This is an optimization exercise on Yosys and OpenROAD, whose aim is small area, not a production implementation. Function was checked by simulation only, so behaviour that the tests miss may differ from the original. Power and IR drop assume default switching activity.

Setup of the previous run:
Design System, start of the top module:
module System
(
    input logic clk, rst,
    input logic mode,  
    input logic[1:0] stage,  
    input logic on_off,  
    input logic detect,  
    input logic compile,  
    input logic run,  
    input logic[3:0] row,
    output logic[3:0] col,
    input logic A_ENC, B_ENC,
    input logic btn, swt,
    input logic led_in,
    input logic sda_in,  
    output logic sda_out, sda_oe,  
    output logic sclk_c, led_en,
    output logic sclk_o, mosi, cs,
    output logic vcc_en, pmod_en, dc, res,
    output logic R, G, B,
    output logic[7:0] AN, C,
    output logic[2:0] mem_addr
);
logic WE_bar_0;
logic[2:0] RF_Addr;
logic[31:0] entrdCommand;
logic[31:0] DataOut;
logic[2:0] Addr_RF;
logic[2:0] rgb;
logic WE_bar_1, cmpl_done, compl;
logic[2:0] IS_RF_Addr;
logic[16:0] cmpldCommand;
logic[16:0] exeCommand;
logic[2:0] Addr_IS;
logic oled_draw, oled_rdy, oled_sel;
logic[16:0] oled_IR;
logic exe;
logic[2:0] IS_Addr;
assign mem_addr = (stage == 0 || stage == 1) ? Addr_RF : Addr_IS;
assign Addr_RF = (stage == 0) ? RF_Addr : (stage == 1) ? IS_RF_Addr : 3'd0;
assign Addr_IS = (stage == 1) ? IS_RF_Addr : (stage == 2) ? IS_Addr : 3'd0;
assign compl = (stage == 1) ? compile : 1'b0;
assign exe = (stage == 2) ? run : 1'b0;
IColor PmodCOLOR(.clk(clk), .rst(~rst), .detect(detect), .led_in(led_in), .sda_in(sda_in), .sda_out(sda_out), .sda_oe(sda_oe), .sclk(sclk_c), .led_en(led_en), .R(R), .G(G), .B(B),
                 .rgb(rgb));
Programmer code_writer(.clk(clk), .rst(~rst), .mode(mode), .stage(stage), .row(row), .col(col), .A(A_ENC), .B(B_ENC), .btn(btn), .swt(swt),
                       .AN(AN), .C(C), .WE_bar(WE_bar_0), .Addr(RF_Addr), .entrdCommand(entrdCommand), .RF_Data(DataOut));
  ...
Size: about 3000 cells after synthesis, ~56 I/O pins, roughly 32000 sq um of cells after synthesis.
==> flow/config.mk <==
export PLATFORM = sky130hd
export DESIGN_NAME = System
export DESIGN_NICKNAME = System
export VERILOG_FILES = /design/flow/design.v
export SDC_FILE = /design/flow/constraint.sdc
export NUM_CORES = 4
export LEC_CHECK = 0
export CAP_MARGIN = 10
export CORE_MARGIN = 2
export CORE_UTILIZATION = 40
export GPL_TIMING_DRIVEN = 0
export SLEW_MARGIN = 10
==> flow/constraint.sdc <==
create_clock -name core_clock -period 20.0 [get_ports {clk}]
set_input_delay 4.0000 -clock core_clock [delete_from_list [all_inputs] [get_ports {clk}]]
set_output_delay 4.0000 -clock core_clock [all_outputs]
set_load 0.01 [all_outputs]
standard.sh (not shown) runs the stock make flow with config.mk's settings and CLKGATE_MAP_FILE= SYNTH_SCRIPT=/design/flow/synth_recipe.tcl, a recipe that flattens the netlist after the stock synthesis.
==> flow/flow/run.sh <==
#!/bin/bash
# The standard layout (standard.sh) with three changes:
#  - after the standard synthesis, flow/resyn.sh re-synthesises its
#    combinational logic for area with ABC (flow/abc_area.script), keeping
#    every register cell and name, and proves the result equal to the
#    standard netlist; if anything fails the standard netlist is kept;
#  - before the placement's repair_design, flow/downsize.tcl gives the
#    combinational cells their smallest size and the port buffers buf_1;
#    repair_design then fixes slew and capacitance as usual;
#  - clock tree synthesis adds no dummy loads and builds the tree from
#    clkbuf_4 cells driving clusters of up to 8 flip-flops.
# Each tool's output goes to a log file here: std_synth.log, resyn_yosys.log,
# equiv_yosys.log and standard_flow.log (ORFS's own logs stay in orfs/logs).
set -euo pipefail
cd "$(dirname "$0")/.."
bash standard.sh synth > std_synth.log 2>&1
R=orfs/results/sky130hd/System/base
cp $R/1_2_yosys.v std_1_2_yosys.v
if bash flow/resyn.sh "$PWD/std_1_2_yosys.v" "$PWD/resyn.v" > resyn.log 2>&1; then
  cp resyn.v $R/1_2_yosys.v
  rm -f $R/1_synth.odb
  echo "resynthesised netlist in use" >> resyn.log
else
  echo "resynthesis failed: standard netlist in use" >> resyn.log
fi
CTS="-sink_clustering_enable -repair_clock_nets -dont_use_dummy_load"
CTS="$CTS -buf_list sky130_fd_sc_hd__clkbuf_4 -sink_clustering_size 8 -sink_clustering_max_diameter 40"
bash standard.sh "CTS_ARGS=$CTS" "PRE_RESIZE_TCL=$PWD/flow/downsize.tcl" finish > standard_flow.log 2>&1
test -f out/final.def
Other scripts of this flow, unchanged in this note and not shown: flow/flow/abc_area.script, flow/flow/dontuse.txt, flow/flow/downsize.tcl, flow/flow/equiv.ys.in, flow/flow/resyn.sh, flow/flow/resyn.ys.in
The final layout from the previous run, which completed every stage, passed the timing, design-rule and antenna checks at the end of the flow.
diff inputs: the previous run => the current run
# the previous run
export LEC_CHECK = 0
export CAP_MARGIN = 10
export CORE_MARGIN = 2
export CORE_UTILIZATION = 40
export GPL_TIMING_DRIVEN = 0
export SLEW_MARGIN = 10
create_clock -name core_clock -period 20.0 [get_ports {clk}]
# the current run
export LEC_CHECK = 0
export CAP_MARGIN = 20
export CORE_MARGIN = 2
export CORE_UTILIZATION = 40
export SLEW_MARGIN = 20
create_clock -name core_clock -period 20.0 [get_ports {clk}]
## What came out
- There was hardly any difference in worst-skew pair later-pin latency between the previous run and the current run.
- The current run: all stages complete, timing, DRC and antenna checks passed
- Sort the current run and the previous run by measured slew at the worst slew-check pin, ascending, and the current run comes first.
- There was hardly any difference in met1 global-route usage between the current run and the previous run.
- [compare] base=the previous run new=the current run: length of routed wiring on met1 went down about 1.4%; global-route wire length before repair increased by 0.74% relative to the old numbers; total track usage increased by 0.37 points relative to the old numbers; via count saw an increase; overall power after layout higher.
- The current run gives more total instance count after detailed placement than the previous run did.

## separate check: timing with driven ports
Ports are ideal in the flow. The routed layouts listed here were re-timed in OpenROAD.
Step 1: set_driving_cell puts a clkbuf_16 on clk and a buf_2 on each other input, an assumption about the parent block.
Step 2, shift: input delay + t, output delay - t, t = (earliest + latest rising clock arrival at the registers) / 2. This alone moves slack from input paths to output paths.
Slacks: ideal ports / drivers / drivers and shift; pairs: ideal ports / drivers.
run | shift t [ns] | setup slack, ns | worst setup path after step 2 | latest minus earliest clock arrival (ns)
the previous run | 0.946 | 6.274 / 6.232 / 6.232 | input to output | 0.218 / 0.218
the current run | 0.994 | 6.889 / 6.813 / 6.813 | input to output | 0.150 / 0.151
After both steps setup and hold are still met in every run listed. For the current run, which loses most, drivers alone change the setup slack by -0.076 ns; drivers and shift together by -0.076 ns.
